This design comes from an exercise in tuning for small area on the open sky130 flow, not from production work. Power is estimated from default activity; no workload was simulated.

Setup of the reference run:
==> flow/design.v (excerpt) <==
module sfi5_rx_if_v6_16bit
(
	i_CLK,
	i_RST,
	iv_RXDATA00,
	iv_RXDATA01,
	iv_RXDATA02,
	iv_RXDATA03,
	iv_RXDATA04,
	iv_RXDATA05,
	iv_RXDATA06,
	iv_RXDATA07,
	iv_RXDATA08,
	iv_RXDATA09,
	iv_RXDATA10,
	iv_RXDATA11,
	iv_RXDATA12,
	iv_RXDATA13,
	iv_RXDATA14,
	iv_RXDATA15,
	iv_DESKEW_CHANNEL,
	i_FRAMES2LOCK,
	i_FRAMES2UNLOCK,
	iv_MISMATCHES_2_UNLOCK,
	i_CLEAR_FRAME_ERRORS,
	i_CLEAR_MISMATCHES,
	ov_RXDATA00,
	ov_RXDATA01,
	ov_RXDATA02,
	ov_RXDATA03,
	ov_RXDATA04,
	ov_RXDATA05,
	ov_RXDATA06,
	ov_RXDATA07,
	ov_RXDATA08,
	ov_RXDATA09,
	ov_RXDATA10,
	ov_RXDATA11,
	ov_RXDATA12,
	ov_RXDATA13,
	ov_RXDATA14,
	ov_RXDATA15,
	o_RXLOF,
	o_RXLOF_HISTORY,
	ov_FRAME_ERRORS,
	ov_FRAMES_RECEIVED,
	ov_DATA_MISMATCHES_CH00,
	ov_DATA_MISMATCHES_CH01,
	ov_DATA_MISMATCHES_CH02,
	ov_DATA_MISMATCHES_CH03,
	ov_DATA_MISMATCHES_CH04,
	ov_DATA_MISMATCHES_CH05,
	ov_DATA_MISMATCHES_CH06,
	ov_DATA_MISMATCHES_CH07,
	ov_DATA_MISMATCHES_CH08,
	ov_DATA_MISMATCHES_CH09,
	ov_DATA_MISMATCHES_CH10,
	ov_DATA_MISMATCHES_CH11,
	ov_DATA_MISMATCHES_CH12,
	ov_DATA_MISMATCHES_CH13,
	ov_DATA_MISMATCHES_CH14,
	ov_DATA_MISMATCHES_CH15,
	ov_RXFRAME_SHIFT,
	ov_RXDATA_SHIFT_CH00,
	ov_RXDATA_SHIFT_CH01,
	ov_RXDATA_SHIFT_CH02,
	ov_RXDATA_SHIFT_CH03,
	ov_RXDATA_SHIFT_CH04,
	ov_RXDATA_SHIFT_CH05,
	ov_RXDATA_SHIFT_CH06,
	ov_RXDATA_SHIFT_CH07,
	ov_RXDATA_SHIFT_CH08,
	ov_RXDATA_SHIFT_CH09,
	ov_RXDATA_SHIFT_CH10,
	ov_RXDATA_SHIFT_CH11,
	ov_RXDATA_SHIFT_CH12,
	ov_RXDATA_SHIFT_CH13,
	ov_RXDATA_SHIFT_CH14,
	ov_RXDATA_SHIFT_CH15,
	o_RXOOA
);
Settings: LEC_CHECK=0, CAP_MARGIN=20, CORE_MARGIN=2, CORE_UTILIZATION=40, CTS_BUF_LIST=sky130_fd_sc_hd__clkbuf_8, CTS_CLUSTER_DIAMETER=60, CTS_CLUSTER_SIZE=20, SLEW_MARGIN=20, SYNTH_HIERARCHICAL=1, SYNTH_MINIMUM_KEEP_SIZE=0; clock period 5.0 ns.
run.sh (not shown) runs the stock make flow with config.mk's settings and CLKGATE_MAP_FILE= SYNTH_SCRIPT=/design/flow/synth_recipe.tcl, a recipe that flattens the netlist after the stock synthesis.
Modified inputs, the trial run compared to the reference run
- CTS_CLUSTER_DIAMETER: 60 -> 80
- CTS_CLUSTER_SIZE: 20 -> 14
==> flow/flow/run.sh (new file) <==
#!/bin/bash
# The standard layout (the standard.sh, standard synthesis unchanged) with two
# changes: ports are buffered with the smallest buffer, and clock tree synthesis
# uses small buffers without dummy loads. Each tool's output goes to its own log
# under orfs/logs; make's own output goes to flow_make.log here.
set -euo pipefail
export BUFFER_PORTS_ARGS="-buffer_cell sky130_fd_sc_hd__buf_1"
export CTS_ARGS="-sink_clustering_enable -repair_clock_nets -dont_use_dummy_load -buf_list sky130_fd_sc_hd__clkbuf_8 -sink_clustering_size 14 -sink_clustering_max_diameter 80"
bash standard.sh > flow_make.log 2>&1
==> flow/standard.sh (new file) <==
#!/bin/bash
# synth_recipe.tcl (not shown) runs the flow's synth.tcl, then flattens the netlist and writes it again
# the make line also repeats each setting of config.mk as NAME=value (left out here)
make -C /OpenROAD-flow-scripts/flow DESIGN_CONFIG=/design/flow/config.mk WORK_HOME=/design/flow/orfs CLKGATE_MAP_FILE= SYNTH_SCRIPT=/design/flow/synth_recipe.tcl "${@:-finish}"
removed: flow/run.sh
[summary]
- Going from the reference run to the trial run, fraction of power consumed by the clock network down 3.4 points, storage element area flat, area taken by multi-input logic gates held, cell count fell 78.
Function was not checked in any run of this note: the RTL went through the layout flow alone.

-- what the ideal ports hide --
In the flow no input, the clock included, has a driving cell. The finished layouts below were timed again as built, in two steps.
Step 1: set_driving_cell puts a clkbuf_16 on i_CLK and a buf_2 on each other input, an assumption about the parent block.
Step 2 adds t to the input delays and takes it off the output delays; t is the mean of the earliest and latest rising clock arrival at the registers after step 1. Input paths then give back, and output paths get back, about the clock's delay inside the block.
a / b / c = no drivers / after step 1 / after step 2; a / b = the first two.
run | t, ns | slack for setup (ns) | worst register clock-pin slew, ns | pins driven straight from the clock port
the reference run | 1.039 | 0.674 / 0.592 / 1.380 | 0.12 / 0.12 | 1
the trial run | 1.046 | 1.054 / 0.970 / 1.631 | 0.11 / 0.11 | 1
After both steps every run listed still meets setup and hold.
